Context: an optimization exercise on an open-source flow, tuned for small area. The choices shown serve that exercise and are no tape-out recipe. Where RTL was checked, it was by simulation tests only, not by an equivalence proof against the original. The RTL of runs 4 and 5 was laid out without a check of its function.

==> flow/design.v, too long to show whole: its modules and the start of the top module <==
// module ALU: 45 lines
// module shifter: 21 lines
// module regfile: 68 lines
// module idecoder: 191 lines
// module datapath: 156 lines
// module fetch_pipeline_unit: 27 lines
// module fetch_unit: 17 lines
// module fetch_wait_unit: 17 lines
// module decoder_pipeline_unit: 29 lines
// module decoder_unit: 19 lines
// module execute_pipeline_unit: 80 lines
// module execute_unit: 174 lines
// module memory_pipeline_unit: 87 lines
// module memory_unit: 212 lines
// module memory_wait_pipeline_unit: 51 lines
// module memory_wait_unit: 27 lines
// module writeback_pipeline_unit: 51 lines
// module ldr_writeback_unit: 32 lines
// module controller: 308 lines
// module cpu: 184 lines
// module instruction_queue: 34 lines
// module arm_pipe_top: 55 lines
module arm_pipe_top (
    input clk,
    input rst_n,
    output [6:0] imem_addr,
    input [31:0] imem_rdata,
    output dmem_we,
    output [6:0] dmem_addr,
    output [31:0] dmem_wdata,
    input [31:0] dmem_rdata,
    output [31:0] status,
    input [3:0] reg_addr,
    output [31:0] reg_output
);
  // ...
==> flow/run.sh <==
#!/bin/bash
# synth_recipe.tcl (not shown) runs the flow's synth.tcl, then flattens the netlist and writes it again
# the make line also repeats each setting of config.mk as NAME=value (left out here)
make -C /OpenROAD-flow-scripts/flow DESIGN_CONFIG=/design/flow/config.mk WORK_HOME=/design/flow/orfs CLKGATE_MAP_FILE= SYNTH_SCRIPT=/design/flow/synth_recipe.tcl finish
==> flow/config.mk <==
export PLATFORM = sky130hd
export DESIGN_NAME = arm_pipe_top
export DESIGN_NICKNAME = arm_pipe_top
export VERILOG_FILES = /design/flow/design.v
export SDC_FILE = /design/flow/constraint.sdc
export NUM_CORES = 4
export LEC_CHECK = 0
export CAP_MARGIN = 20
export CELL_PAD_IN_SITES_DETAIL_PLACEMENT = 2
export CELL_PAD_IN_SITES_GLOBAL_PLACEMENT = 2
export CORE_MARGIN = 2
export CORE_UTILIZATION = 30
export PLACE_DENSITY = 0.5
export SLEW_MARGIN = 20
==> flow/constraint.sdc <==
create_clock -name core_clock -period 15.0 [get_ports {clk}]
set_input_delay 3.0000 -clock core_clock [delete_from_list [all_inputs] [get_ports {clk}]]
set_output_delay 3.0000 -clock core_clock [all_outputs]
set_load 0.01 [all_outputs]
==> results.py, run 1 <==
metrics = {
    "status": {
        "status": "finished clean",
    },
    "cells_and_area": {
        "num-nonclk-inverters": 164,
        "drive_gt1_frac": 0.110,
        "nMultiInputCombCells": 5646,
        "n_clock_buffer": 129,
        "clock_cell_area_share": 0.0498,
        "design.seq.count": 785,
    },
    "grt": {
        "grt.met1_usage": 0.529,
    },
    "clocking": {
        "clkTransAtPathRegs_ns": 0.07,
        "clkSinkCount": 785,
        "post_cts_resized": 0,
        "cts_hold_buf": 0,
        "post_cts_buffers": 0,
    },
    "detailed_routing": {
        "drc": 0,
        "met1_length_mm": 174,
        "vias": 72500,
    },
    "job": {
        "drv_cap": 0,
    },
    "timing": {
        "tightestPinTransition_ns": 1.33,
        "tns_ns": 0,
    },
    "die": {
        "start_util": 0.302,
        "dieHeight_um": 453,
        "die_area_um2": 205000,
    },
    "synth": {
        "synthXorXnorAreaFrac": 0.0127,
        "yosys.area.top_type_share": 0.291,
        "yosysWarnings": 19,
        "netlist_top_cells_count": "825 x a22oi_1, 784 x nor2_1, 725 x nand2_1, 654 x a21oi_1, 640 x clkbuf_1",
        "synth_top_family_by_area": "compound AO/OA/AOI/OAI gates",
        "yosys.area.top_type": "edfxtp_1",
    },
    "worst_setup_path": {
        "critPathKind": "reg2out",
        "cpMostUsedCell": "nor2_1",
        "critPathBufInv": 6,
        "reg2reg_from": "cpu.controller.memory_unit.branch_ref_global_reg",
    },
    "placement": {
        "dp_cells": 9683,
    },
}
==> module arm_pipe_top, before the edit <==
module arm_pipe_top (
    input clk,
    input rst_n,
    output [6:0] imem_addr,
    input [31:0] imem_rdata,
    output dmem_we,
    output [6:0] dmem_addr,
    output [31:0] dmem_wdata,
    input [31:0] dmem_rdata,
    output [31:0] status,
    input [3:0] reg_addr,
    output [31:0] reg_output
);
    wire load_pc;
    wire [31:0] instr_queued;
    wire is_empty;
    wire [31:0] instr_in;
    assign instr_in = (is_empty) ? imem_rdata : instr_queued;
    cpu cpu(
        .clk(clk),
        .rst_n(rst_n),
        .instr(instr_in),
        .ram_data2(dmem_rdata),
        .mem_w_en(dmem_we),
        .ram_addr2(dmem_addr),
        .ram_in2(dmem_wdata),
        .status(status),
        .pc(imem_addr),
        .load_pc(load_pc),
        .pc_fetch_unit(),
        .pc_fetch_wait_unit(),
        .pc_decode_unit(),
        .pc_execute_unit(),
        .pc_memory_unit(),
        .pc_memory_wait_unit(),
        .pc_writeback_unit(),
        .opcode_fetch_unit(),
        .opcode_fetch_wait_unit(),
        .opcode_decode_unit(),
        .opcode_execute_unit(),
        .opcode_memory_unit(),
        .opcode_memory_wait_unit(),
        .opcode_writeback_unit(),
        .reg_output(reg_output),
        .reg_addr(reg_addr)
    );
    instruction_queue instruction_queue(
        .clk(clk),
        .rst_n(rst_n),
        .instr_in(imem_rdata),
        .is_enqueue(~load_pc),
        .instr_out(instr_queued),
        .is_empty(is_empty)
    );
endmodule
==> inputs of run 2 (changes only) <==
==> flow/design.v (replaced) <==
module arm_pipe_top (
    input clk,
    input rst_n,
    output [6:0] imem_addr,
    input [31:0] imem_rdata,
    output dmem_we,
    output [6:0] dmem_addr,
    output [31:0] dmem_wdata,
    input [31:0] dmem_rdata,
    output [31:0] status,
    input [3:0] reg_addr,
    output [31:0] reg_output
);
    localparam [6:0] OP_NOP  = 7'b0100000;
    localparam [6:0] OP_HALT = 7'b0101010;
    function automatic [6:0] dec_op(input [31:0] i);
        reg [3:0] o4;
        reg ok;
        begin
            dec_op = OP_NOP;
            case (i[27:26])
                2'b00: begin
                    if (i[27:21] == 7'b0011001) dec_op = OP_NOP;
                    else if (i[27:21] == 7'b0001000) dec_op = OP_HALT;
                    else if (i[27:21] == 7'b0001001) dec_op = i[5] ? 7'b1001011 : 7'b1001001;
                    else begin
                        ok = 1'b1;
                        case (i[24:21])
                            4'b0100: o4 = 4'b1000;
                            4'b0010: o4 = 4'b1001;
                            4'b1010: o4 = 4'b1010;
                            4'b0000: o4 = 4'b1011;
                            4'b1100: o4 = 4'b1100;
                            4'b0001: o4 = 4'b1101;
                            4'b1101: o4 = 4'b0000;
                            default: begin o4 = 4'b0000; ok = 1'b0; end
                        endcase
                        if (!ok) dec_op = OP_NOP;
                        else if (i[25]) dec_op = {3'b000, o4};
                        else if (i[4]) dec_op = {3'b011, o4};
                        else dec_op = {3'b001, o4};
                    end
                end
                2'b10: dec_op = (i[25:24] == 2'b10) ? 7'b1001000 : 7'b1001010;
                2'b01: begin
                    if (i[20]) begin
                        if (i[25]) dec_op = {4'b1101, i[24], i[23], i[21]};
                        else if (i[19:16] == 4'b1111) dec_op = {4'b1000, i[24], i[23], i[21]};
                        else dec_op = {4'b1100, i[24], i[23], i[21]};
                    end else begin
                        dec_op = {i[25] ? 4'b1111 : 4'b1110, i[24], i[23], i[21]};
                    end
                end
                default: dec_op = OP_NOP;
            endcase
        end
    endfunction
    function automatic is_ldr_op(input [6:0] o);
        is_ldr_op = (o[6:4] == 3'b110) || (o[6:3] == 4'b1000);
    endfunction
    reg st_run, st_stop;                 
    reg [6:0] pc;                        
    reg bv_f, bv_fw;                     
    reg [6:0] pc_f, pc_fw;
    reg [31:0] q1, q2;                   
    reg q1f, q2f;
    reg [31:0] instr_e;                  
    reg nop_e, bv_e;
    reg [6:0] pc_e;
    reg [31:0] instr_m;                  
    reg nop_m, bv_m, bref;
    reg [6:0] pc_m;
    reg ldr_w, ldr_b;                    
    reg [3:0] rt_w, rt_b;
    reg [31:0] A_reg, B_reg;             
    reg [5:0] S_amt;                     
    reg S_big;                           
    reg [31:0] SD;                       
    reg fN, fZ, fV;                      
    reg [31:0] rf [0:14];
    wire sel_q1 = q1f & ~q2f;
    wire is_empty = ~(q1f | q2f);
    wire [31:0] instr_d = is_empty ? imem_rdata : (sel_q1 ? q1 : q2);
    wire v_m = (bref == bv_m) & ~nop_m;
    wire [6:0] op_m = v_m ? dec_op(instr_m) : OP_NOP;
    wire [3:0] cond_m = instr_m[31:28];
    wire [3:0] rn_m = instr_m[19:16];
    wire [3:0] rd_m = instr_m[15:12];
    wire [1:0] shop_m = v_m ? instr_m[6:5] : 2'b00;
    wire P_m = instr_m[24], U_m = instr_m[23], W_m = instr_m[21], Sb_m = instr_m[20];
    reg [1:0] sel_pc_m;
    reg sel_bimm, sel_A, sel_B, sel_pre;
    reg [2:0] alu_op;
    reg en_status;
    reg [1:0] sel_w1;
    reg w_en1, mem_we, is_halt, bref_new;
    wire bc_taken =
        (cond_m == 4'b0000 && fZ) ||
        (cond_m == 4'b0001 && ~fZ) ||
        (cond_m == 4'b0011) ||
        (cond_m == 4'b0100 && fN) ||
        (cond_m == 4'b0101 && ~fN) ||
        (cond_m == 4'b0110 && fV) ||
        (cond_m == 4'b0111 && ~fV) ||
        (cond_m == 4'b1001) || fZ ||
        (cond_m == 4'b1010 && fN == fV) ||
        (cond_m == 4'b1011 && fN != fV) ||
        (cond_m == 4'b1100 && (~fZ && (fN == fV))) ||
        (cond_m == 4'b1101 && (fZ || (fN != fV))) ||
        (cond_m == 4'b1110);
    always @* begin
        sel_pc_m = 2'b00;
        sel_bimm = 1'b0;
        sel_A = 1'b0;
        sel_B = 1'b0;
        alu_op = 3'b000;
        sel_pre = 1'b0;
        en_status = 1'b0;
        sel_w1 = 2'b00;
        w_en1 = 1'b0;
        mem_we = 1'b0;
        is_halt = 1'b0;
        bref_new = bref;
        if (op_m[6] == 1'b0 && op_m[5:4] != 2'b10 && cond_m != 4'b1111) begin
            sel_A = ~op_m[3];
            sel_B = ~op_m[4];
            case (op_m[2:0])
                3'b001, 3'b010: alu_op = 3'b001;
                3'b011: alu_op = 3'b010;
                3'b100: alu_op = 3'b011;
                3'b101: alu_op = 3'b111;
                default: alu_op = 3'b000;
            endcase
            en_status = Sb_m;
            w_en1 = (op_m[3:0] != 4'b1010);
        end else if (op_m[6:5] == 2'b11 || op_m[6:3] == 4'b1000) begin
            sel_pre = P_m;
            sel_B = ~op_m[3];
            alu_op = U_m ? 3'b000 : 3'b001;
            en_status = Sb_m;
            if (W_m) sel_w1 = 2'b10;
            w_en1 = W_m;
            mem_we = op_m[4];
        end else if (op_m[6:3] == 4'b1001) begin
            if (bc_taken) begin
                sel_pc_m = 2'b11;
                bref_new = ~bref;
            end
            sel_A = op_m[0];
            sel_B = ~op_m[0];
            sel_bimm = ~op_m[0];
            if (op_m[1]) begin
                sel_w1 = 2'b01;
                w_en1 = 1'b1;
            end
        end else if (op_m == OP_HALT) begin
            sel_pc_m = 2'b01;
            is_halt = 1'b1;
            bref_new = ~bref;
        end
    end
    wire [31:0] Bs = B_reg;
    wire s_ge32 = S_big | S_amt[5];
    wire s_ror0 = S_big | (S_amt[5] & (S_amt[4:0] != 5'd0));
    wire signed [31:0] Bsg = B_reg;
    wire [31:0] asr_out = Bsg >>> S_amt[4:0];
    reg [31:0] shift_out;
    always @* begin
        case (shop_m)
            2'b00: shift_out = s_ge32 ? 32'd0 : (Bs << S_amt[4:0]);
            2'b01: shift_out = s_ge32 ? 32'd0 : (Bs >> S_amt[4:0]);
            2'b10: shift_out = s_ge32 ? {32{Bs[31]}} : asr_out;
            default: shift_out = s_ror0 ? 32'd0 : ((Bs >> S_amt[4:0]) | (Bs << (6'd32 - {1'b0, S_amt[4:0]})));
        endcase
    end
    wire [31:0] imm_data = sel_bimm ? {{8{instr_m[23]}}, instr_m[23:0]} : {20'd0, instr_m[11:0]};
    wire [31:0] val_A = sel_A ? 32'd0 : A_reg;
    wire [31:0] val_B = sel_B ? imm_data : shift_out;
    reg [31:0] alu_out;
    reg alu_v;
    always @* begin
        alu_v = 1'b0;
        case (alu_op)
            3'b000: begin
                alu_out = val_A + val_B;
                alu_v = (val_A[31] & val_B[31] & ~alu_out[31]) | (~val_A[31] & ~val_B[31] & alu_out[31]);
            end
            3'b001: begin
                alu_out = val_A - val_B;
                alu_v = val_B[31] & alu_out[31];
            end
            3'b010: alu_out = val_A & val_B;
            3'b011: alu_out = val_A | val_B;
            default: alu_out = val_A ^ val_B;
        endcase
    end
    wire alu_z = (alu_out == 32'd0);
    wire [3:0] w_addr1 = (sel_w1 == 2'b01) ? 4'd14 : (sel_w1 == 2'b10) ? rn_m : rd_m;
    wire [31:0] w_data1 = (sel_w1 == 2'b01) ? dmem_rdata : alu_out;
    integer k;
    always @(posedge clk) begin
        for (k = 0; k < 15; k = k + 1) begin
            if (ldr_b && rt_b == k[3:0]) rf[k] <= dmem_rdata;
            else if (w_en1 && w_addr1 == k[3:0]) rf[k] <= w_data1;
        end
    end
    wire [6:0] op_e = nop_e ? OP_NOP : dec_op(instr_e);
    wire [3:0] cond_e = instr_e[31:28];
    wire [3:0] rn_e = instr_e[19:16];
    wire [3:0] rm_e = instr_e[3:0];
    wire [3:0] rs_e = instr_e[11:8];
    wire [3:0] rd_e = instr_e[15:12];
    wire [4:0] imm5_e = instr_e[11:7];
    wire uses_rn = (op_e != OP_NOP) && ((!op_e[6] && op_e[3:0] != 4'b0000) || op_e[6:5] == 2'b11);
    wire uses_rm = (!op_e[6] && op_e[4]) || (op_e[6:5] == 2'b11 && op_e[3]) || (op_e[6:2] == 5'b10010 && op_e[0]);
    wire uses_rs = (op_e[6:4] == 3'b011);
    wire mem_ok = (op_m != OP_NOP);
    wire fwd_alu_n = mem_ok && ((sel_w1 == 2'b10 && rn_e == rn_m) || (!op_m[6] && rn_e == rd_m));
    wire fwd_alu_m = mem_ok && ((sel_w1 == 2'b10 && rm_e == rn_m) || (!op_m[6] && rm_e == rd_m));
    wire fwd_alu_s = mem_ok && ((sel_w1 == 2'b10 && rs_e == rn_m) || (!op_m[6] && rs_e == rd_m));
    wire fwd_ldr_n = ldr_b && (rt_b == rn_e);
    wire fwd_ldr_m = ldr_b && (rt_b == rm_e);
    wire fwd_ldr_s = ldr_b && (rt_b == rs_e);
    wire ldr_m = is_ldr_op(op_m);
    wire stall = (uses_rn && ((ldr_m && rd_m == rn_e) || (ldr_w && rt_w == rn_e)))
              || (uses_rm && ((ldr_m && rd_m == rm_e) || (ldr_w && rt_w == rm_e)))
              || (uses_rs && ((ldr_m && rd_m == rs_e) || (ldr_w && rt_w == rs_e)));
    reg [1:0] sel_A_in, sel_B_in, sel_s_in;
    reg sel_shift, en_A, en_B, en_S;
    always @* begin
        sel_A_in = 2'b00;
        sel_B_in = 2'b00;
        sel_s_in = 2'b00;
        sel_shift = 1'b0;
        en_A = 1'b0;
        en_B = 1'b0;
        en_S = 1'b0;
        if (uses_rn) sel_A_in = fwd_alu_n ? 2'b01 : fwd_ldr_n ? 2'b10 : 2'b00;
        if (uses_rm) sel_B_in = fwd_alu_m ? 2'b01 : fwd_ldr_m ? 2'b10 : 2'b00;
        if (uses_rs) sel_s_in = fwd_alu_s ? 2'b01 : fwd_ldr_s ? 2'b10 : 2'b00;
        if (op_e[6] == 1'b0 && op_e[5:4] != 2'b10 && cond_e != 4'b1111) begin
            if (op_e[4]) sel_shift = op_e[5];
            en_A = op_e[3];
            en_B = op_e[4];
            en_S = op_e[4];
        end else if (op_e[6:5] == 2'b11 || op_e[6:3] == 4'b1000) begin
            if (op_e[3] == 1'b0) begin
                if (op_e[6:4] == 3'b100) sel_A_in = 2'b11;
                en_A = 1'b1;
            end else begin
                en_A = 1'b1;
                en_B = 1'b1;
                en_S = 1'b1;
            end
        end else if (op_e[6:3] == 4'b1001) begin
            if (op_e[0] == 1'b0) begin
                sel_A_in = 2'b11;
                en_A = 1'b1;
            end
            sel_shift = 1'b1;
            sel_s_in = 2'b11;
            en_S = 1'b1;
            en_B = op_e[0];
        end
    end
    wire is_str_e = (op_e[6:5] == 2'b11) && op_e[4];
    wire [3:0] s_addr = is_str_e ? rd_e : rs_e;
    wire [31:0] A_data = (rn_e == 4'd15) ? 32'd0 : rf[rn_e];
    wire [31:0] B_data = (rm_e == 4'd15) ? 32'd0 : rf[rm_e];
    wire [31:0] S_data = (s_addr == 4'd15) ? 32'd0 : rf[s_addr];
    reg [31:0] A_in, B_in, S_in;
    always @* begin
        case (sel_A_in)
            2'b00: A_in = A_data;
            2'b01: A_in = alu_out;
            2'b10: A_in = dmem_rdata;
            default: A_in = {25'd0, pc_e};
        endcase
        case (sel_B_in)
            2'b01: B_in = alu_out;
            2'b10: B_in = dmem_rdata;
            default: B_in = B_data;
        endcase
        case (sel_s_in)
            2'b00: S_in = S_data;
            2'b01: S_in = alu_out;
            2'b10: S_in = dmem_rdata;
            default: S_in = 32'd0;
        endcase
    end
    wire [31:0] shift_amt = sel_shift ? S_in : {27'd0, imm5_e};
    wire [31:0] SD_next = (s_addr == 4'd15) ? 32'd0 :
                          (ldr_b && rt_b == s_addr) ? dmem_rdata :
                          (w_en1 && w_addr1 == s_addr) ? w_data1 : S_data;
    always @(posedge clk) begin
        if (en_A) A_reg <= A_in;
        if (en_B) B_reg <= B_in;
        if (en_S) begin
            S_amt <= shift_amt[5:0];
            S_big <= |shift_amt[31:6];
        end
        SD <= SD_next;
        if (en_status) begin
            fN <= alu_out[31];
            fZ <= alu_z;
            fV <= alu_v;
        end
        rt_w <= rd_m;
        rt_b <= rt_w;
    end
    wire load_pc = ~st_stop & ~stall;
    wire [1:0] sel_pc = st_run ? sel_pc_m : 2'b01;
    wire [6:0] start_pc = is_halt ? pc_m : 7'd0;
    always @(posedge clk) begin
        if (load_pc) begin
            case (sel_pc)
                2'b01: pc <= start_pc;
                2'b11: pc <= alu_out[6:0];
                default: pc <= pc + 7'd1;
            endcase
        end
    end
    always @(posedge clk or negedge rst_n) begin
        if (~rst_n) begin
            st_run <= 1'b0;
            st_stop <= 1'b0;
            bv_f <= 1'b1;
            bv_fw <= 1'b1;
            pc_f <= 7'd0;
            pc_fw <= 7'd0;
            q1f <= 1'b0;
            q2f <= 1'b0;
            nop_e <= 1'b1;
            bv_e <= 1'b0;
            pc_e <= 7'd0;
            nop_m <= 1'b1;
            bv_m <= 1'b0;
            pc_m <= 7'd0;
            bref <= 1'b0;
            ldr_w <= 1'b0;
            ldr_b <= 1'b0;
        end else begin
            st_run <= 1'b1;
            st_stop <= st_stop | is_halt;
            bv_f <= bref_new;
            bv_fw <= bv_f;
            pc_f <= pc;
            pc_fw <= pc_f;
            q1f <= ~load_pc;
            q2f <= q1f & (~load_pc | ~sel_q1);
            if (~stall) begin
                nop_e <= 1'b0;
                bv_e <= bv_fw;
            end
            pc_e <= pc_fw;
            nop_m <= stall | nop_e;
            bv_m <= bv_e;
            pc_m <= pc_e;
            bref <= bref_new;
            ldr_w <= ldr_m;
            ldr_b <= ldr_w;
        end
    end
    always @(posedge clk) begin
        q1 <= imem_rdata;
        q2 <= q1;
        if (~stall) instr_e <= instr_d;
        instr_m <= instr_e;
    end
    assign imem_addr = pc;
    assign dmem_we = mem_we;
    assign dmem_addr = sel_pre ? val_A[6:0] : alu_out[6:0];
    assign dmem_wdata = SD;
    assign status = {fN, fZ, 1'b0, fV, 28'd0};
    assign reg_output = (reg_addr == 4'd15) ? {25'd0, pc} : rf[reg_addr];
endmodule
==> flow/flow/run.sh (new file) <==
#!/bin/bash
set -euo pipefail
here=$(pwd)
rm -rf "$here/scripts_area"
cp -r "$FLOW_HOME/scripts" "$here/scripts_area"
cp "$here/flow/abc.script" "$here/scripts_area/abc_speed.script"
bash standard.sh SCRIPTS_DIR="$here/scripts_area" finish > "$here/flow_make.log" 2>&1
==> flow/flow/abc.script (new file) <==
strash
&get -n
&fraig -x
&put
scorr
dc2
strash
dch -f
dc2
strash
&get -n
&dch -f
&nf
&put
==> flow/standard.sh (new file) <==
#!/bin/bash
# synth_recipe.tcl (not shown) runs the flow's synth.tcl, then flattens the netlist and writes it again
# the make line also repeats each setting of config.mk as NAME=value (left out here)
make -C /OpenROAD-flow-scripts/flow DESIGN_CONFIG=/design/flow/config.mk WORK_HOME=/design/flow/orfs CLKGATE_MAP_FILE= SYNTH_SCRIPT=/design/flow/synth_recipe.tcl "${@:-finish}"
removed: flow/run.sh
==> results.py, run 2 <==
metrics = {
    "cells_and_area": {
        "syn_to_final_growth_pct": 20.8,
        "regMostFlops": "rf",
        "final_common_cell": "nand2_1",
        "drive_gt1_frac": 0.0903,
        "largest_reg_flops": 480,
        "regArea_um2": 21600,
        "final_cell_mix": "691 x nand2_1, 662 x a21oi_1, 648 x o21ai_0",
        "fillerInstances": 18100,
        "final_util": 0.365,
        "fin_nets": 6171,
        "multiInputGateArea_um2": 27800,
    },
    "synth": {
        "yosys.area.top_type": "edfxtp_1",
        "synth.mux.area_fraction": 0.0130,
        "synth_fa_ha_area_frac": 0.0282,
        "yosys.area.top_type_share": 0.361,
        "synthXorXnorAreaFrac": 0.0114,
        "ys_ff_latch": 770,
        "synth-edff-count": 593,
        "yosys.area_share.simple": 0.149,
        "synth_top_family_by_area": "compound AO/OA/AOI/OAI gates",
        "ys.flop_type": "edfxtp_1",
        "synth.area.top_cells": "edfxtp_1 36%, a21oi_1 6.7%, o21ai_0 6.7%",
        "synth_compound_area_frac": 0.341,
        "synth-seq-area-share": 0.437,
        "async_flop_share": 0.0532,
        "synthCells": 5479,
        "synth.cell_area_um2": 49300,
        "yosysWarnings": 2,
        "yosysMostFrequentCell": "nand2_1",
        "netlist_top_cells_count": "696 x nand2_1, 664 x a21oi_1, 657 x o21ai_0, 593 x edfxtp_1, 533 x nor2_1",
        "syn_area_per_cell_um2": 8.99,
        "ys_types": 67,
    },
    "detailed_routing": {
        "drtPass1Iterations": 10,
        "vias": 59600,
        "routed_wl_mm": 367,
        "vias_per_cell": 7.22,
        "ant_nets": 0,
        "drt_iter0_markers": 11300,
        "drc": 0,
        "routedWlPerCell_um": 44.5,
    },
    "job": {
        "drv_cap": 0,
    },
    "worst_setup_path": {
        "reg2reg_depth": 45,
        "critPathBufInv": 2,
        "crit_path_end_kind": "flip-flop",
        "ff2ff_setup_slack_ns": 3.89,
        "cp_top_family": "compound AO/OA/AOI/OAI gates",
        "worstPathMaxFanout": 22,
        "cpMostUsedCell": "o21ai_0",
        "cp.arrival_ns": 11.65,
        "cp.required_ns": 15.55,
        "slowest_stage": "clkinv_1",
        "critPathKind": "reg2reg",
        "cpPeakStageDelay_ns": 0.62,
        "cp-start-kind": "flip-flop",
        "reg2reg_to": "fZ",
        "reg2reg_from": "S_amt[0]",
    },
    "die": {
        "rows": 148,
        "die_w_um": 409,
        "dieHeight_um": 409,
        "pin_count": 181,
        "die_area_um2": 168000,
        "start_util": 0.302,
        "core_um2": 163000,
    },
    "clocking": {
        "cts-root-buf": "clkbuf_16",
        "cts_hold_buf": 0,
        "post_cts_resized": 0,
        "cts_tree": "done",
        "clkSinkCount": 770,
        "clock_path_buffers": 3,
        "clk_latency_ns": 0.77,
        "cts_htree_levels": 3,
        "clkTransAtPathRegs_ns": 0.06,
        "cts_buffers": 95,
        "post_cts_buffers": 0,
    },
    "grt": {
        "grt_start_max_net_pins": 92,
        "grt_pass1_vias": 58700,
        "grt_pass1_wl_mm": 497,
        "overflow": 0,
        "gr-usage-all-layers": 0.422,
        "antenna_found_initial": 20,
    },
    "timing": {
        "max-slew-margin-rel": 0.156,
        "rsz0062_at_grt": "false",
        "tightestPinTransition_ns": 1.25,
        "tns_ns": 0,
        "min_period_ns": 11.11,
        "finalSetupViolations": 0,
        "drv_slew": 0,
        "max_clock_freq_mhz": 90.0,
        "fin_crit_sh": 0.741,
        "hold_viol": 0,
        "fin_skew_ns": 0.0624,
    },
    "placement": {
        "portBuffers": 151,
        "place_congestion": 0.952,
        "dp_hpwl_mm": 233,
    },
    "min_path": {
        "min-delay-start": "instr_e[6]",
        "worstHoldEndpoint": "instr_m[6]",
        "holdPathStages": 0,
        "hp-class": "reg2reg",
    },
    "status": {
        "status": "finished clean",
    },
}
==> run 2: through the flow <==
step	hold slack, ns	area (µm²)	cells	setup WS (ns)
global placement	0.328	56300	8067	4.16
CTS	0.342	59500	8244	4.00
floorplan	0.323	49400	5508	3.41
global route	0.353	59500	8246	2.89
detailed placement	0.336	56300	8067	4.06
finish	0.340	59500	8254	3.89
==> run 2: worst max path at each step <==
stage                      endpoint  startpoint  cells past startpoint
after floorplan           rf[7][30]    S_amt[1]                     43
after global placement       SD[30]    S_amt[1]                     42
after detailed placement         fZ    S_amt[1]                     40
after CTS                        fZ    S_amt[1]                     42
after global routing             fZ    S_amt[0]                     45
final                            fZ    S_amt[0]                     45
==> run 2: worst register-to-register path, delay by kind of cell (launching register included) <==
| family | cells | cell delay, ns |
|---|---|---|
| buf+inv | 2 | 0.74 |
| flops | 1 | 0.35 |
| fa+ha+maj | 4 | 1.64 |
| simple gates | 9 | 2.62 |
| compound gates | 30 | 5.61 |
==> run 2: routing by layer <==
layer / global-route usage / wire length, µm / up-vias
met5: 0 / 109 / -
met4: 0.290 / 31700 / 16
met3: 0.103 / 41200 / 1503
met2: 0.631 / 155000 / 4660
met1: 0.535 / 139000 / 30200
li1: - / - / 23100
==> run 2: cells by family (layout without fill, tap and decap cells) <==
group / Yosys count / in the layout
AOI/OAI and AO/OA: 2548 / 2548
buffers and inverters: 225 / 788
muxes: 63 / 63
xor gates and xnor gates: 64 / 64
other: 2 / 39
adders and majority gates: 110 / 110
DFF: 770 / 770
and+or+nand+nor: 1697 / 1697
==> run 2: area by class of cell <==
class | count | area share
well taps | 2175 | 0.0457
clock inverters | 50 | 0.00879
inverters | 193 | 0.0122
multi-input cells | 4513 | 0.467
diodes | 8 | 0.000336
repair buffers | 418 | 0.0590
flip-flops and latches | 770 | 0.362
clock buffers | 127 | 0.0449
==> inputs of run 3 (changes only) <==
==> flow/run.sh (new file) <==
#!/bin/bash
# synth_recipe.tcl (not shown) runs the flow's synth.tcl, then flattens the netlist and writes it again
# the make line also repeats each setting of config.mk as NAME=value (left out here)
make -C /OpenROAD-flow-scripts/flow DESIGN_CONFIG=/design/flow/config.mk WORK_HOME=/design/flow/orfs CLKGATE_MAP_FILE= SYNTH_SCRIPT=/design/flow/synth_recipe.tcl finish
removed: flow/flow/run.sh
removed: flow/flow/abc.script
removed: flow/standard.sh
==> results.py, run 3 <==
metrics = {
    "clocking": {
        "post_cts_buffers": 0,
        "cts_htree_levels": 3,
        "clkSinkCount": 770,
        "clk_latency_ns": 0.79,
        "cts_buffers": 96,
        "clkTransAtPathRegs_ns": 0.06,
        "post_cts_resized": 0,
        "cts_hold_buf": 0,
        "cts_tree": "done",
        "clock_path_buffers": 3,
        "cts-root-buf": "clkbuf_16",
    },
    "die": {
        "dieHeight_um": 433,
        "rows": 157,
        "die_w_um": 433,
        "pin_count": 181,
        "die_area_um2": 188000,
        "start_util": 0.302,
        "core_um2": 183000,
    },
    "synth": {
        "yosys.area.top_type_share": 0.322,
        "synth-edff-count": 593,
        "synth-seq-area-share": 0.390,
        "ys.flop_type": "edfxtp_1",
        "netlist_top_cells_count": "726 x nand2_1, 679 x a22oi_1, 657 x o21ai_0, 593 x edfxtp_1, 542 x clkbuf_1",
        "yosysWarnings": 2,
        "ys_ff_latch": 770,
        "synth.cell_area_um2": 55300,
        "synthCells": 6485,
        "syn_area_per_cell_um2": 8.53,
        "yosysMostFrequentCell": "nand2_1",
        "ys_types": 104,
        "async_flop_share": 0.0532,
        "yosys.area.top_type": "edfxtp_1",
        "synth.area.top_cells": "edfxtp_1 32%, a22oi_1 9.2%, o21ai_0 5.9%",
    },
    "worst_setup_path": {
        "cp.arrival_ns": 8.32,
        "slowest_stage": "o31ai_1",
        "ff2ff_setup_slack_ns": 5.16,
        "reg2reg_to": "S_big",
        "cp.required_ns": 12.00,
        "cp_cell_sequence": "inv_1 > ha_1 > nor2b_1 > and4_1 > o21a_1 > a41oi_1 > o21ai_1 > nor2_1 > o32ai_1 > nand2b_1 > o31ai_1 > ha_1 > nor2_1 > o311ai_0 > nand2_1 > a2bb2oi_1 > o2111ai_1 > o21ai_0 > o21ai_0 > clkdlybuf4s50_1",
        "cp_top_family": "compound AO/OA/AOI/OAI gates",
        "crit_path_end_kind": "output port",
        "cpPeakStageDelay_ns": 0.77,
        "reg2reg_from": "instr_m[26]",
        "worstPathMaxFanout": 22,
        "reg2reg_depth": 25,
        "critPathBufInv": 2,
        "cp-start-kind": "flip-flop",
        "critPathKind": "reg2out",
    },
    "timing": {
        "fin_skew_ns": 0.0639,
        "hold_viol": 0,
        "finalSetupViolations": 0,
        "min_period_ns": 11.32,
        "worst_slack_ns": 3.68,
        "max_clock_freq_mhz": 88.3,
        "whs_ns": 0.341,
        "tns_ns": 0,
        "rsz0062_at_grt": "false",
        "tightestPinTransition_ns": 1.33,
        "fin_crit_sh": 0.755,
        "drv_slew": 0,
        "max-slew-margin-rel": 0.107,
    },
    "placement": {
        "placed_area_um2": 60600,
        "dp_hpwl_mm": 264,
        "dp_cells": 8775,
        "post-place-ws_ns": 4.52,
        "portBuffers": 151,
        "place_congestion": 0.950,
    },
    "cells_and_area": {
        "largest_reg_flops": 480,
        "fillerInstances": 20400,
        "fin_cells": 8963,
        "final_cell_mix": "723 x nand2_1, 679 x a22oi_1, 638 x o21ai_0",
        "design_area_um2": 63900,
        "regMostFlops": "rf",
        "drive_gt1_frac": 0.112,
        "syn_to_final_growth_pct": 15.6,
        "fin_nets": 6590,
        "final_util": 0.349,
        "final_common_cell": "nand2_1",
    },
    "detailed_routing": {
        "drtPass1Iterations": 10,
        "routed_wl_mm": 398,
        "drt_iter0_markers": 10000,
        "ant_nets": 0,
        "routedWlPerCell_um": 44.4,
        "drc": 0,
        "vias": 62800,
        "vias_per_cell": 7.01,
    },
    "grt": {
        "gr-usage-all-layers": 0.411,
        "grt_pass1_vias": 61600,
        "grt_pass1_wl_mm": 536,
        "overflow": 0,
        "grt_start_max_net_pins": 67,
        "antenna_found_initial": 35,
    },
    "min_path": {
        "worstHoldEndpoint": "pc_e[2]",
        "holdPathStages": 0,
        "min-delay-start": "pc_fw[2]",
        "hp-class": "reg2reg",
    },
    "job": {
        "drv_cap": 0,
    },
    "status": {
        "status": "finished clean",
    },
}
## run 3: cell types whose count changed in the layout (fill, tap and decap cells not counted), moves of 119 or more
cell | previous run | this run
a22oi_1 | 342 | 679
a221oi_1 | 174 | 38
inv_1 | 0 | 132
a222oi_1 | 276 | 128
a21oi_1 | 662 | 495
clkinv_1 | 205 | 13
mux2i_1 | 47 | 166
## run 3: final cells by class
cell class,instances,area (µm²),share of cell area
antenna,9,22.5,0.000352
sequential,770,21600,0.337
tap,2464,3080,0.0482
clock inverter,54,637,0.00996
inverter,136,510,0.00798
clock buffer,124,2650,0.0415
timing repair buffer,454,3820,0.0598
multi-input combinational,4952,31600,0.495
## run 3: worst register-to-register path, cell delays in order (launching register included)
cell and delay, ns:
dfxtp_1 0.35, inv_1 0.09, ha_1 0.30, nor2b_1 0.46
and4_1 0.28, o21a_1 0.46, a41oi_1 0.19, o21ai_1 0.61
nor2_1 0.09, o32ai_1 0.35, nand2b_1 0.61, o31ai_1 0.78
ha_1 0.43, nor3_1 0.16, o21ai_1 0.12, a2111oi_0 0.63
o32ai_1 0.35, o31a_1 0.37, o31a_1 0.31, o31a_1 0.29
o31ai_1 0.49, a2111oi_0 0.20, a211oi_1 0.34, and2_1 0.97
and4b_1 0.32, nor2_1 0.05
## run 3: cell families after synthesis
family                     share of synthesized area
AOI/OAI and AO/OA                              0.309
xor gates and xnor gates                      0.0125
adders and majority gates                     0.0252
buffers and inverters                         0.0584
DFF                                            0.390
muxes                                         0.0479
other                                       0.000136
and+or+nand+nor                                0.157
## run 3: how the worst max path moves through the flow
| stage | start | to | cells after the start |
|---|---|---|---|
| floorplan | S_amt[1] | dmem_addr[6] | 26 |
| global route | instr_m[26] | dmem_addr[6] | 20 |
| global placement | instr_m[26] | dmem_addr[6] | 20 |
| CTS | instr_m[26] | dmem_addr[6] | 20 |
| finish | instr_m[26] | dmem_addr[6] | 20 |
| detailed placement | instr_m[26] | dmem_addr[6] | 20 |
## run 3: per-layer routing
| layer | global-route usage | vias up | share of wire |
|---|---|---|---|
| met5 | 0.00364 | - | 0.00050 |
| met4 | 0.240 | 18 | 0.070 |
| met3 | 0.119 | 1330 | 0.11 |
| met2 | 0.629 | 4370 | 0.44 |
| met1 | 0.514 | 32400 | 0.39 |
| li1 | - | 24700 | - |
==> inputs of run 4 (changes only) <==
--- a/flow/design.v
+++ b/flow/design.v
@@ -162,32 +162,52 @@
     wire [31:0] Bs = B_reg;
     wire s_ge32 = S_big | S_amt[5];
     wire s_ror0 = S_big | (S_amt[5] & (S_amt[4:0] != 5'd0));
-    wire signed [31:0] Bsg = B_reg;
-    wire [31:0] asr_out = Bsg >>> S_amt[4:0];
+    wire sh_lsl = (shop_m == 2'b00);
+    wire sh_asr = (shop_m == 2'b10);
+    wire sh_ror = (shop_m == 2'b11);
+    wire [4:0] rot_n = sh_lsl ? (5'd0 - S_amt[4:0]) : S_amt[4:0];
+    wire [31:0] rot0 = rot_n[0] ? {Bs[0], Bs[31:1]} : Bs;
+    wire [31:0] rot1 = rot_n[1] ? {rot0[1:0], rot0[31:2]} : rot0;
+    wire [31:0] rot2 = rot_n[2] ? {rot1[3:0], rot1[31:4]} : rot1;
+    wire [31:0] rot3 = rot_n[3] ? {rot2[7:0], rot2[31:8]} : rot2;
+    wire [31:0] rot4 = rot_n[4] ? {rot3[15:0], rot3[31:16]} : rot3;
+    wire sh_fill = sh_asr & Bs[31];
+    wire sh_big = sh_ror ? s_ror0 : s_ge32;
+    reg [31:0] therm;                    
     reg [31:0] shift_out;
+    integer si;
     always @* begin
-        case (shop_m)
-            2'b00: shift_out = s_ge32 ? 32'd0 : (Bs << S_amt[4:0]);
-            2'b01: shift_out = s_ge32 ? 32'd0 : (Bs >> S_amt[4:0]);
-            2'b10: shift_out = s_ge32 ? {32{Bs[31]}} : asr_out;
-            default: shift_out = s_ror0 ? 32'd0 : ((Bs >> S_amt[4:0]) | (Bs << (6'd32 - {1'b0, S_amt[4:0]})));
-        endcase
+        for (si = 0; si < 32; si = si + 1) therm[si] = (S_amt[4:0] <= si);
+        for (si = 0; si < 32; si = si + 1)
+            shift_out[si] = (~sh_big & (sh_ror | (sh_lsl ? therm[si] : therm[31-si]))) ? rot4[si] : sh_fill;
     end
     wire [31:0] imm_data = sel_bimm ? {{8{instr_m[23]}}, instr_m[23:0]} : {20'd0, instr_m[11:0]};
     wire [31:0] val_A = sel_A ? 32'd0 : A_reg;
     wire [31:0] val_B = sel_B ? imm_data : shift_out;
+    wire alu_sub = (alu_op == 3'b001);
+    wire [31:0] add_b = val_B ^ {32{alu_sub}};
+    wire [32:0] add_c;
+    wire [31:0] add_s;
+    assign add_c[0] = alu_sub;
+    genvar ga;
+    generate
+        for (ga = 0; ga < 32; ga = ga + 1) begin : g_add
+            assign add_s[ga] = val_A[ga] ^ add_b[ga] ^ add_c[ga];
+            assign add_c[ga+1] = (val_A[ga] & add_b[ga]) | (add_c[ga] & (val_A[ga] ^ add_b[ga]));
+        end
+    endgenerate
     reg [31:0] alu_out;
     reg alu_v;
     always @* begin
         alu_v = 1'b0;
         case (alu_op)
             3'b000: begin
-                alu_out = val_A + val_B;
-                alu_v = (val_A[31] & val_B[31] & ~alu_out[31]) | (~val_A[31] & ~val_B[31] & alu_out[31]);
+                alu_out = add_s;
+                alu_v = (val_A[31] & val_B[31] & ~add_s[31]) | (~val_A[31] & ~val_B[31] & add_s[31]);
             end
             3'b001: begin
-                alu_out = val_A - val_B;
-                alu_v = val_B[31] & alu_out[31];
+                alu_out = add_s;
+                alu_v = val_B[31] & add_s[31];
             end
             3'b010: alu_out = val_A & val_B;
             3'b011: alu_out = val_A | val_B;
@@ -197,13 +217,17 @@
     wire alu_z = (alu_out == 32'd0);
     wire [3:0] w_addr1 = (sel_w1 == 2'b01) ? 4'd14 : (sel_w1 == 2'b10) ? rn_m : rd_m;
     wire [31:0] w_data1 = (sel_w1 == 2'b01) ? dmem_rdata : alu_out;
-    integer k;
-    always @(posedge clk) begin
-        for (k = 0; k < 15; k = k + 1) begin
-            if (ldr_b && rt_b == k[3:0]) rf[k] <= dmem_rdata;
-            else if (w_en1 && w_addr1 == k[3:0]) rf[k] <= w_data1;
+    wire [14:0] wl, ww, wh;
+    genvar gi;
+    generate
+        for (gi = 0; gi < 15; gi = gi + 1) begin : g_rf
+            assign wl[gi] = ldr_b & (rt_b == gi);
+            assign ww[gi] = w_en1 & (w_addr1 == gi) & ~wl[gi];
+            assign wh[gi] = ~(wl[gi] | ww[gi]);
+            always @(posedge clk)
+                rf[gi] <= ({32{wl[gi]}} & dmem_rdata) | ({32{ww[gi]}} & w_data1) | ({32{wh[gi]}} & rf[gi]);
         end
-    end
+    endgenerate
     wire [6:0] op_e = nop_e ? OP_NOP : dec_op(instr_e);
     wire [3:0] cond_e = instr_e[31:28];
     wire [3:0] rn_e = instr_e[19:16];
==> flow/flow/run.sh (new file) <==
#!/bin/bash
# The standard layout (standard.sh), with three changes to how it is made:
#  - ABC maps the logic with an area-oriented script (flow/abc.script) instead
#    of the delay-oriented one, without buffering or sizing at synthesis;
#    placement and CTS repair still fix slew, capacitance and timing;
#  - port buffers use the smallest buffer cell;
#  - CTS does not insert dummy loads.
set -euo pipefail
here=$(pwd)
rm -rf "$here/scripts_area"
cp -r "$FLOW_HOME/scripts" "$here/scripts_area"
cp "$here/flow/abc.script" "$here/scripts_area/abc_speed.script"
bash standard.sh SCRIPTS_DIR="$here/scripts_area" \
  BUFFER_PORTS_ARGS="-buffer_cell sky130_fd_sc_hd__buf_1" \
  CTS_ARGS="-sink_clustering_enable -repair_clock_nets -dont_use_dummy_load" \
  finish > "$here/flow_make.log" 2>&1
==> flow/flow/abc.script (new file) <==
strash
&get -n
&fraig -x
&put
scorr
dc2
strash
dch -f
dc2
strash
&get -n
&dch -f
&nf -R 2000 -a
&put
==> flow/standard.sh (new file) <==
#!/bin/bash
# synth_recipe.tcl (not shown) runs the flow's synth.tcl, then flattens the netlist and writes it again
# the make line also repeats each setting of config.mk as NAME=value (left out here)
make -C /OpenROAD-flow-scripts/flow DESIGN_CONFIG=/design/flow/config.mk WORK_HOME=/design/flow/orfs CLKGATE_MAP_FILE= SYNTH_SCRIPT=/design/flow/synth_recipe.tcl "${@:-finish}"
removed: flow/run.sh
==> results.py, run 4 <==
metrics = {
    "status": {
        "status": "finished clean",
    },
    "worst_setup_path": {
        "cpMostUsedCell": "fa_2",
        "reg2reg_from": "bref",
        "critPathKind": "reg2reg",
        "cp.required_ns": 15.53,
        "crit_path_end_kind": "flip-flop",
        "cp-start-kind": "flip-flop",
        "worstPathMaxFanout": 11,
        "slowest_stage": "dfrtp_1",
        "cpPeakStageDelay_ns": 0.40,
        "cp.arrival_ns": 15.10,
        "startpoint": "bref",
        "reg2reg_to": "SD[31]",
        "ff2ff_setup_slack_ns": 0.43,
        "reg2reg_depth": 58,
        "crit_path_end": "SD[31]",
    },
    "detailed_routing": {
        "vias": 58000,
        "routed_wl_mm": 364,
        "drtPass1Iterations": 14,
        "drt_iter0_markers": 15000,
        "vias_per_cell": 7.86,
        "routedWlPerCell_um": 49.4,
        "drc": 0,
        "ant_nets": 0,
    },
    "cells_and_area": {
        "regMostFlops": "rf",
        "multiInputGateArea_um2": 25900,
        "final_common_cell": "a222oi_1",
        "drive_gt1_frac": 0.113,
        "fin_cells": 7377,
        "fin_nets": 5620,
        "syn_to_final_growth_pct": 19.9,
        "final_cell_mix": "712 x a222oi_1, 614 x dfxtp_1, 607 x clkinv_1",
        "final_util": 0.362,
        "largest_reg_flops": 480,
        "regArea_um2": 16800,
        "fillerInstances": 16200,
    },
    "clocking": {
        "clk_latency_ns": 0.77,
        "cts-root-buf": "clkbuf_16",
        "cts_buffers": 95,
        "cts_tree": "done",
        "cts_hold_buf": 0,
        "cts_htree_levels": 3,
        "clkSinkCount": 770,
        "clock_path_buffers": 3,
        "clkTransAtPathRegs_ns": 0.06,
    },
    "timing": {
        "finalSetupViolations": 0,
        "fin_skew_ns": 0.117,
        "hold_viol": 0,
        "tns_ns": 0,
        "max_clock_freq_mhz": 68.6,
        "max-slew-margin-rel": 0.138,
        "drv_slew": 0,
        "fin_crit_sh": 0.971,
        "rsz0062_at_grt": "false",
        "min_period_ns": 14.57,
        "tightestPinTransition_ns": 1.29,
    },
    "die": {
        "dieHeight_um": 387,
        "die_area_um2": 150000,
        "pin_count": 181,
        "start_util": 0.302,
        "die_w_um": 387,
        "core_um2": 146000,
        "rows": 140,
    },
    "placement": {
        "place_congestion": 0.928,
        "dp_hpwl_mm": 215,
        "dp_cells": 7254,
        "portBuffers": 151,
    },
    "grt": {
        "overflow": 0,
        "grt_pass1_wl_mm": 487,
        "grt_pass1_vias": 56000,
        "grt_start_max_net_pins": 54,
        "gr-usage-all-layers": 0.465,
        "antenna_found_initial": 31,
    },
    "synth": {
        "ys_ff_latch": 770,
        "yosysMostFrequentCell": "a222oi_1",
        "synthCells": 4872,
        "synth.cell_area_um2": 44000,
        "synth.area.top_cells": "dfxtp_1 28%, a222oi_1 16%, edfxtp_1 7.7%",
        "synth-seq-area-share": 0.381,
        "syn_area_per_cell_um2": 9.04,
        "synth-edff-count": 113,
        "yosys.area.top_type_share": 0.280,
        "async_flop_share": 0.0532,
        "ys_types": 66,
        "ys.flop_type": "dfxtp_1",
        "yosysWarnings": 2,
        "yosys.area.top_type": "dfxtp_1",
        "netlist_top_cells_count": "712 x a222oi_1, 616 x dfxtp_1, 612 x clkinv_1, 331 x a21oi_1, 326 x nand2_1",
    },
    "job": {
        "drv_cap": 0,
    },
    "min_path": {
        "hp-class": "reg2reg",
    },
}
## run 4: area by class of cell
| class | count | share of cell area |
|---|---|---|
| repair buffers | 476 | 0.0579 |
| diodes | 20 | 0.000948 |
| inverters | 612 | 0.0436 |
| multi-input cells | 3487 | 0.490 |
| clock buffers | 95 | 0.0450 |
| well taps | 1917 | 0.0454 |
| flip-flops and latches | 770 | 0.317 |
## run 4: cells by family (layout without fill, tap and decap cells)
kind of cell	count (synthesis)	count (layout)	share of synthesized area
AOI/OAI and AO/OA	2164	2164	0.385
and+or+nand+nor	1023	1023	0.106
DFF	770	770	0.381
buffers and inverters	644	1183	0.0576
adders and majority gates	108	108	0.0358
muxes	83	83	0.0194
xor gates and xnor gates	78	78	0.0155
other	2	51	0.000171
## run 4: how the worst min path moves through the flow
stage,startpoint,end,slack (ns),cells past startpoint
6_report,pc_f[0],pc_fw[0],0.32,0
5_1_grt,pc_f[0],pc_fw[0],0.31,0
4_1_cts,pc_f[0],pc_fw[0],0.32,0
3_5_place_dp,pc_fw[1],pc_e[1],0.34,0
3_3_place_gp,pc_f[2],pc_fw[2],0.33,0
2_1_floorplan,instr_e[5],instr_m[5],0.32,0
## run 4: per-stage QoR
step,hold slack (ns),instance area [µm²],setup WS [ns]
3_5_place_dp,0.336,50200,-0.0577
4_1_cts,0.315,52700,0.0732
3_3_place_gp,0.331,50200,0.184
2_1_floorplan,0.323,44300,-1.74
5_1_grt,0.310,52800,0.0277
6_report,0.316,52800,0.429
## run 4: layer usage
metal  vias up  wire (µm)  GRT usage
li1      21400          -          -
met1     29400     133000      0.562
met2      5427     147000      0.658
met3      1744      51900      0.193
met4        28      32000      0.334
met5         -        422     0.0131
## run 4: timing repair
action	4_1_cts	5_1_grt
resized for setup	1	21
setup endpoints to repair	16	54
pin swaps	0	1
buffers inserted	4	4
## run 4: critical path, delay by kind of cell, from the launching register on
family	cells	cell delay, ns
buffers and inverters	7	0.85
multiplexers	4	0.74
adder cells (fa/ha/maj)	30	9.73
AO/OA/AOI/OAI	8	1.53
flip-flops	1	0.40
XOR/XNOR	4	0.63
AND/OR/NAND/NOR	5	0.47
==> inputs of run 5 (changes only) <==
--- a/flow/config.mk
+++ b/flow/config.mk
@@ -5,10 +5,11 @@
 export SDC_FILE = /design/flow/constraint.sdc
 export NUM_CORES = 4
 export LEC_CHECK = 0
-export CAP_MARGIN = 20
+export CAP_MARGIN = 0
 export CELL_PAD_IN_SITES_DETAIL_PLACEMENT = 2
 export CELL_PAD_IN_SITES_GLOBAL_PLACEMENT = 2
 export CORE_MARGIN = 2
 export CORE_UTILIZATION = 30
+export CTS_BUF_LIST = sky130_fd_sc_hd__clkbuf_8
 export PLACE_DENSITY = 0.5
-export SLEW_MARGIN = 20
+export SLEW_MARGIN = 0
==> results.py, run 5 <==
metrics = {
    "status": {
        "status": "failed layout checks",
        "violations": "max-capacitance violations, max-slew violations",
    },
    "placement": {
        "portBuffers": 151,
        "dp_hpwl_mm": 214,
        "dp_cells": 7253,
        "place_congestion": 0.928,
    },
    "synth": {
        "yosysMostFrequentCell": "a222oi_1",
        "yosys.area.top_type_share": 0.280,
        "ys_ff_latch": 770,
        "synthCells": 4872,
        "synth.cell_area_um2": 44000,
        "synth-edff-count": 113,
        "yosysWarnings": 2,
        "ys.flop_type": "dfxtp_1",
        "synth.area.top_cells": "dfxtp_1 28%, a222oi_1 16%, edfxtp_1 7.7%",
        "ys_types": 66,
        "async_flop_share": 0.0532,
        "netlist_top_cells_count": "712 x a222oi_1, 616 x dfxtp_1, 612 x clkinv_1, 331 x a21oi_1, 326 x nand2_1",
        "syn_area_per_cell_um2": 9.04,
        "synth-seq-area-share": 0.381,
        "yosys.area.top_type": "dfxtp_1",
    },
    "cells_and_area": {
        "syn_to_final_growth_pct": 20.0,
        "final_cell_mix": "712 x a222oi_1, 614 x dfxtp_1, 607 x clkinv_1",
        "drive_gt1_frac": 0.113,
        "regMostFlops": "rf",
        "final_common_cell": "a222oi_1",
        "fin_cells": 7385,
        "fin_nets": 5622,
        "largest_reg_flops": 480,
    },
    "timing": {
        "max-slew-margin-rel": -0.0481,
        "rsz0062_at_grt": "false",
        "min_period_ns": 14.50,
        "hold_viol": 0,
        "fin_crit_sh": 0.967,
        "finalSetupViolations": 0,
        "fin_skew_ns": 0.0868,
        "tns_ns": 0,
        "drv_slew": 24,
        "tightestPinTransition_ns": 1.57,
        "max_clock_freq_mhz": 69.0,
    },
    "detailed_routing": {
        "routed_wl_mm": 364,
        "drc": 0,
        "vias_per_cell": 7.84,
        "vias": 57900,
        "routedWlPerCell_um": 49.3,
        "drtPass1Iterations": 15,
        "ant_nets": 0,
        "drt_iter0_markers": 14700,
    },
    "die": {
        "core_um2": 146000,
        "die_w_um": 387,
        "start_util": 0.302,
        "rows": 140,
        "die_area_um2": 150000,
        "dieHeight_um": 387,
        "pin_count": 181,
    },
    "min_path": {
        "worstHoldEndpoint": "pc_e[6]",
        "min-delay-start": "pc_fw[6]",
        "hp-class": "reg2reg",
        "holdPathStages": 0,
    },
    "worst_setup_path": {
        "cpPeakStageDelay_ns": 0.41,
        "worstPathMaxFanout": 8,
        "critPathKind": "reg2reg",
        "critPathBufInv": 5,
        "cp.arrival_ns": 15.05,
        "ff2ff_setup_slack_ns": 0.50,
        "cp.required_ns": 15.54,
        "reg2reg_depth": 58,
        "crit_path_end_kind": "flip-flop",
        "slowest_stage": "or3_1",
        "cp-start-kind": "flip-flop",
        "cp_top_family": "adder cells",
        "reg2reg_from": "instr_m[21]",
        "cpMostUsedCell": "fa_2",
        "reg2reg_to": "SD[31]",
    },
    "clocking": {
        "clkTransAtPathRegs_ns": 0.06,
        "clk_latency_ns": 0.76,
        "cts_hold_buf": 0,
        "cts_htree_levels": 3,
        "cts-root-buf": "clkbuf_16",
        "cts_tree": "done",
        "cts_buffers": 97,
        "clkSinkCount": 770,
        "clock_path_buffers": 3,
    },
    "grt": {
        "grt_pass1_wl_mm": 487,
        "antenna_found_initial": 33,
        "overflow": 0,
        "grt_start_max_net_pins": 54,
        "gr-usage-all-layers": 0.464,
        "grt_pass1_vias": 55700,
    },
    "job": {
        "drv_cap": 2,
    },
}
[run 5: cell counts after synthesis]
Identical to the previous run, type by type.
[run 5: area by class of cell]
cell class                      instances  area [µm²]
Clock buffer                           97        2430
Sequential cell                       770       16800
Antenna cell                           26        65.1
Multi-Input combinational cell       3487       25900
Timing Repair Buffer                  476        3040
Inverter                              612        2300
Tap cell                             1917        2400
Fill cell                           16200       92900
[run 5: cell families (layout without fill, tap and decap cells)]
logic type	count (synthesis)	after routing	synth area share
AO/OA/AOI/OAI	2164	2164	0.385
AND/OR/NAND/NOR	1023	1023	0.106
flip-flops	770	770	0.381
buffers and inverters	644	1185	0.0576
adder cells (fa/ha/maj)	108	108	0.0358
multiplexers	83	83	0.0194
XOR/XNOR	78	78	0.0155
other	2	57	0.000171
[run 5: through the flow]
| step | cell area [µm²] | utilization | hold slack, ns | worst slack [ns] |
|---|---|---|---|---|
| 2_1_floorplan | 44300 | - | 0.323 | -1.74 |
| 3_3_place_gp | 50200 | 0.344 | 0.331 | 0.184 |
| 3_5_place_dp | 50200 | 0.344 | 0.334 | -0.00854 |
| 4_1_cts | 52700 | 0.361 | 0.334 | 0.103 |
| 5_1_grt | 52800 | 0.362 | 0.350 | 0.00970 |
| 6_report | 52800 | 0.363 | 0.338 | 0.498 |
[run 5: worst max-delay path by stage]
stage,to,from,cells after the start,slack (ns)
5_1_grt,SD[31],instr_m[23],56,0.01
6_report,SD[31],instr_m[21],58,0.50
3_5_place_dp,rf[7][31],bref,56,-0.009
4_1_cts,rf[7][31],instr_m[22],57,0.10
3_3_place_gp,rf[6][31],instr_m[22],57,0.18
2_1_floorplan,SD[31],S_amt[0],55,-1.74
[run 5: per-layer routing]
metal | global-route usage | wire (µm) | vias to the layer above
li1 | - | - | 21400
met1 | 0.562 | 133000 | 29300
met2 | 0.655 | 146000 | 5386
met3 | 0.198 | 51500 | 1774
met4 | 0.332 | 32300 | 26
met5 | 0.000319 | 162 | -
[run 5: worst reg2reg max path, delay by kind of cell (launching register included)]
kind,cells,cell delay (ns)
buffers and inverters,5,0.52
AND/OR/NAND/NOR,11,2.04
XOR/XNOR,3,0.41
flip-flops,1,0.33
AO/OA/AOI/OAI,9,1.37
adder cells (fa/ha/maj),30,9.68
[run 5: what timing repair did]
item,4_1_cts,5_1_grt
pin swaps,0,2
setup endpoints to repair,16,52
gates resized for setup,1,19
buffers inserted,4,5

[what the ideal ports hide]
How much do the figures lean on ideal ports? The routed layouts below were timed once more, with nothing changed but the port constraints. Step 1 (the two cells are an assumption about what drives the block):
set clk [get_ports {clk}]
set_driving_cell -lib_cell sky130_fd_sc_hd__clkbuf_16 $clk
set_driving_cell -lib_cell sky130_fd_sc_hd__buf_2 [delete_from_list [all_inputs] $clk]
Step 2 moves the port delays by t, midway between the first and last clock arrival at a register: inputs arrive t later, outputs are due t later. That takes back most of the time a late clock gives input paths. Three values: ideal, step 1, step 2; two values: the first two.
| run | t (ns) | setup slack, ns | worst setup path at the end | slew at the worst register clock pin (ns) | cell pins on the clock port's net |
|---|---|---|---|---|---|
| run 1 | 0.854 | 3.073 / 2.990 / 3.844 | register to output | 0.07 / 0.07 | 1 |
| run 2 | 0.826 | 3.892 / 3.892 / 3.892 | register to register | 0.07 / 0.07 | 1 |
| run 3 | 0.842 | 3.678 / 3.589 / 4.431 | register to output | 0.07 / 0.07 | 1 |
| run 4 | 0.797 | 0.429 / 0.429 / 0.429 | register to register | 0.07 / 0.07 | 1 |
| run 5 | 0.798 | 0.498 / 0.498 / 0.498 | register to register | 0.07 / 0.07 | 1 |
